This is an optimization exercise on Yosys and OpenROAD, whose aim is small area, not a production implementation.
In this exercise RTL edits were held to simulation tests only and were not proved equivalent to the original.
Power and IR drop assume default switching activity.

## run 1
==> flow/design.v (excerpt) <==
module vga_renderer (
    input  wire        clk,
    input  wire        reset,
    input  wire [1:0]  edit_row,
    input  wire [1:0]  edit_col,
    input  wire        cell_locked,
    input  wire        sw0,
    input  wire        sw1,
    input  wire [63:0] matrix_a,
    input  wire [15:0] vector_v,
    input  wire        fsm_done,
    input  wire [7:0]  iteration_count,
    input  wire [15:0] v_old,
    input  wire [15:0] v_new,
    output wire        vga_hsync,
    output wire        vga_vsync,
    output wire [3:0]  vga_red,
    output wire [3:0]  vga_green,
    output wire [3:0]  vga_blue
);
Size: about 1100 cells after synthesis.
Settings: LEC_CHECK=0, CAP_MARGIN=10, CORE_MARGIN=2, CORE_UTILIZATION=50, CTS_BUF_LIST=sky130_fd_sc_hd__clkbuf_8, SLEW_MARGIN=10; clock period 20.0 ns.
standard.sh (not shown) runs the stock make flow with config.mk's settings and CLKGATE_MAP_FILE= SYNTH_SCRIPT=/design/flow/synth_recipe.tcl, a recipe that flattens the netlist after the stock synthesis.
==> flow/flow/run.sh <==
#!/bin/bash
# Standard ORFS layout, except that synthesis maps the logic with an
# area-oriented ABC script (flow/abc_area.script) instead of ORFS's speed
# script. Everything before ABC (and so every register, its name and cell)
# is the standard synthesis's. Each tool's output goes to a log file here.
set -euo pipefail
W=$(pwd)
S=$FLOW_HOME/scripts
# synth.tcl with only its ABC call changed to use our script
sed 's|log_cmd abc {\*}$abc_args|log_cmd abc -script '"$W"'/flow/abc_area.script {*}[lrange $abc_args 2 end]|' \
    $S/synth.tcl > $W/own_synth_core.tcl
grep -q "flow/abc_area.script" $W/own_synth_core.tcl
# The standard flow's synthesis script, sourcing that copy
sed 's|source $::env(SCRIPTS_DIR)/synth.tcl|source '"$W"'/own_synth_core.tcl|' \
    $W/synth_recipe.tcl > $W/own_synth.tcl
grep -q "own_synth_core.tcl" $W/own_synth.tcl
bash $W/standard.sh SYNTH_SCRIPT=$W/own_synth.tcl "BUFFER_PORTS_ARGS=-buffer_cell sky130_fd_sc_hd__buf_1" SYNTH_INSBUF=0 finish > $W/orfs_flow.log 2>&1
==> flow/flow/abc_area.script <==
strash
&get -n
&st
&deepsyn -T 120
&put
dch -f
amap -F 200 -A 50 -m
topo
Run 1 completed end to end with timing, DRC and antenna clean.
Input-level comparison between run 2 and run 1:
# run 1
export LEC_CHECK = 0
export CAP_MARGIN = 10
export CORE_MARGIN = 2
export CORE_UTILIZATION = 50
export CTS_BUF_LIST = sky130_fd_sc_hd__clkbuf_8
export SLEW_MARGIN = 10
create_clock -name core_clock -period 20.0 [get_ports {clk}]
# run 2
export LEC_CHECK = 0
export CAP_MARGIN = 10
export CORE_MARGIN = 2
export CORE_UTILIZATION = 50
export CTS_BUF_LIST = sky130_fd_sc_hd__clkbuf_8
export GPL_TIMING_DRIVEN = 0
export SLEW_MARGIN = 10
create_clock -name core_clock -period 20.0 [get_ports {clk}]
-- flow/flow/run.sh --
<<< run 1, line 17
bash $W/standard.sh SYNTH_SCRIPT=$W/own_synth.tcl "BUFFER_PORTS_ARGS=-buffer_cell sky130_fd_sc_hd__buf_1" SYNTH_INSBUF=0 finish > $W/orfs_flow.log 2>&1
>>> run 2, line 17
bash $W/standard.sh SYNTH_SCRIPT=$W/own_synth.tcl "BUFFER_PORTS_ARGS=-buffer_cell sky130_fd_sc_hd__buf_1" SYNTH_INSBUF=0 "CTS_ARGS=-sink_clustering_enable -repair_clock_nets -buf_list sky130_fd_sc_hd__clkbuf_8 -dont_use_dummy_load" finish > $W/orfs_flow.log 2>&1
Findings:
Via count improves in run 2 relative to run 1.
Sort run 1 and run 2 by total number of nets in the final design, descending, and run 1 comes first.
From run 1 to run 2 the numbers moved as follows: global-route wire length before repair was more or less identical, pin slew with the least headroom to its limit went up, sequential share of layout area closely matched the old numbers, critical path depth went up by about 20%, register-to-register setup slack has decreased.
Taking run 1 as the reference, in run 2 total power draw went down by about 9%; met3 demand-to-capacity share in global routing now smaller; final wirelength went up 550 um.
Relative to run 1, synthesis-to-finish area growth decreased by 0.95 points in run 2.
The following lists how run 3 was set up differently from run 2:
# run 2
export LEC_CHECK = 0
export CAP_MARGIN = 10
export CORE_MARGIN = 2
export CORE_UTILIZATION = 50
export CTS_BUF_LIST = sky130_fd_sc_hd__clkbuf_8
export GPL_TIMING_DRIVEN = 0
export SLEW_MARGIN = 10
create_clock -name core_clock -period 20.0 [get_ports {clk}]
# run 3
export LEC_CHECK = 0
export CAP_MARGIN = 10
export CORE_MARGIN = 2
export CORE_UTILIZATION = 50
export CTS_BUF_LIST = sky130_fd_sc_hd__clkbuf_8
export SLEW_MARGIN = 10
create_clock -name core_clock -period 20.0 [get_ports {clk}]
-- flow/flow/run.sh --
<<< run 2, line 17
bash $W/standard.sh SYNTH_SCRIPT=$W/own_synth.tcl "BUFFER_PORTS_ARGS=-buffer_cell sky130_fd_sc_hd__buf_1" SYNTH_INSBUF=0 "CTS_ARGS=-sink_clustering_enable -repair_clock_nets -buf_list sky130_fd_sc_hd__clkbuf_8 -dont_use_dummy_load" finish > $W/orfs_flow.log 2>&1
>>> run 3, line 17
bash $W/standard.sh SYNTH_SCRIPT=$W/own_synth.tcl "BUFFER_PORTS_ARGS=-buffer_cell sky130_fd_sc_hd__buf_1" finish > $W/orfs_flow.log 2>&1
## What came out
Looking at met2 track demand over resource in global routing, run 3 sits 0.48 points lower than run 2 does. Taking run 2 as the reference, in run 3 clock network contribution to total cell area picked up an extra 0.96 points, total non-filler cell area in the finished layout went up, part of the cycle the worst path needs saw a decrease. Final cell count | run 3 above run 2.
## Diff of input files: run 4 against run 3
# run 3
export LEC_CHECK = 0
export CAP_MARGIN = 10
export CORE_MARGIN = 2
export CORE_UTILIZATION = 50
export CTS_BUF_LIST = sky130_fd_sc_hd__clkbuf_8
export SLEW_MARGIN = 10
create_clock -name core_clock -period 20.0 [get_ports {clk}]
# run 4
export LEC_CHECK = 0
export CAP_MARGIN = 20
export CORE_MARGIN = 2
export CORE_UTILIZATION = 45
export SLEW_MARGIN = 20
create_clock -name core_clock -period 20.0 [get_ports {clk}]
[summary]
- When the final numbers for run 3 and run 4 were put side by side, the met2 track demand over resource in global routing turned out to be smaller in run 4.
- Going from run 3 to run 4, global-route usage saw a decrease; signed area change from the synthesized netlist to the final layout saw an increase; sequential share of layout area saw little to no change; worst voltage drop across the vdd grid saw a decrease.
--- input diff run 4..run 5 ---
# run 4
export LEC_CHECK = 0
export CAP_MARGIN = 20
export CORE_MARGIN = 2
export CORE_UTILIZATION = 45
export SLEW_MARGIN = 20
create_clock -name core_clock -period 20.0 [get_ports {clk}]
# run 5
export LEC_CHECK = 0
export CAP_MARGIN = 10
export CORE_MARGIN = 2
export CORE_UTILIZATION = 50
export CTS_BUF_LIST = sky130_fd_sc_hd__clkbuf_8
export GPL_TIMING_DRIVEN = 0
export SLEW_MARGIN = 10
create_clock -name core_clock -period 20.0 [get_ports {clk}]
-- flow/flow/run.sh --
<<< run 4, line 2
# Standard ORFS layout, except that synthesis maps the logic with an
# area-oriented ABC script (flow/abc_area.script) instead of ORFS's speed
# script. Everything before ABC (and so every register, its name and cell)
# is the standard synthesis's. Each tool's output goes to a log file here.
>>> run 5, line 2
# Standard ORFS layout with these changes, all aimed at cell area:
#  - synthesis maps the logic with an area-oriented ABC script
#    (flow/abc_area.script) instead of ORFS's speed script; everything before
#    ABC (so every register, its name and cell) is the standard synthesis's;
#  - no pass-through buffers in synthesis (SYNTH_INSBUF=0): the ports get
#    their buffers from buffer_ports, as in the standard flow, here buf_1;
#  - clock tree of clkbuf_8 without dummy loads.
# make's output (every tool's) goes to orfs_flow.log here; ORFS also keeps
# each step's log under orfs/logs.
<<< run 4, line 17
bash $W/standard.sh SYNTH_SCRIPT=$W/own_synth.tcl "BUFFER_PORTS_ARGS=-buffer_cell sky130_fd_sc_hd__buf_1" finish > $W/orfs_flow.log 2>&1
>>> run 5, line 22
bash $W/standard.sh SYNTH_SCRIPT=$W/own_synth.tcl "BUFFER_PORTS_ARGS=-buffer_cell sky130_fd_sc_hd__buf_1" SYNTH_INSBUF=0 "CTS_ARGS=-sink_clustering_enable -repair_clock_nets -buf_list sky130_fd_sc_hd__clkbuf_8 -dont_use_dummy_load" finish > $W/orfs_flow.log 2>&1
==> comparison <==
Summary: with run 4 as the reference, design internal power in run 5 moved down by more than a quarter.
Going from run 4 to run 5, well-tap cell count shrank by a few percent.
Run 5 — met3 wire length about 8% higher, run 4 as reference
[compare] base=run 4 new=run 5: mapped cell area moved down, via count moved up, count of unique library cells instantiated by Yosys moved down, wire length of the first global-routing pass moved down.
Across run 4 and run 5, the outcome is the same: a clean finish for every run.
Run 5 — final clock period utilization by the worst path 5.4 points higher, run 4 as reference
Any difference in sequential power between run 4 and run 5 is small enough to ignore.
Side by side, vertical die dimension turned out lower in run 5 than in run 4.

[port drivers added, routing unchanged]
No port has a modelled driver above. Below, the same layouts with a new extraction and two added sets of constraints. Step 1 sets driving cells, clkbuf_16 on the clock port and buf_2 on the other inputs (assumed; they add their load-dependent delay and slew). Step 2 adds t to the input delays and takes it off the output delays; t is the mean of the earliest and latest rising clock arrival at the registers after step 1. Input paths then give back, and output paths get back, about the clock's delay inside the block. Slacks: ideal / step 1 / step 2; pairs: ideal / step 1.
run	t, ns	setup slack, ns	worst setup path at the end
run 1	0.346	11.144 / 11.158 / 10.812	input to register
run 2	0.345	9.784 / 9.784 / 9.784	register to register
run 3	0.340	11.055 / 11.073 / 10.733	input to register
run 4	0.330	10.858 / 10.875 / 10.546	input to register
run 5	0.345	9.784 / 9.784 / 9.784	register to register
After both steps setup and hold are still met in every run listed. For run 1, which loses most, drivers alone change the setup slack by +0.014 ns; drivers and shift together by -0.332 ns.
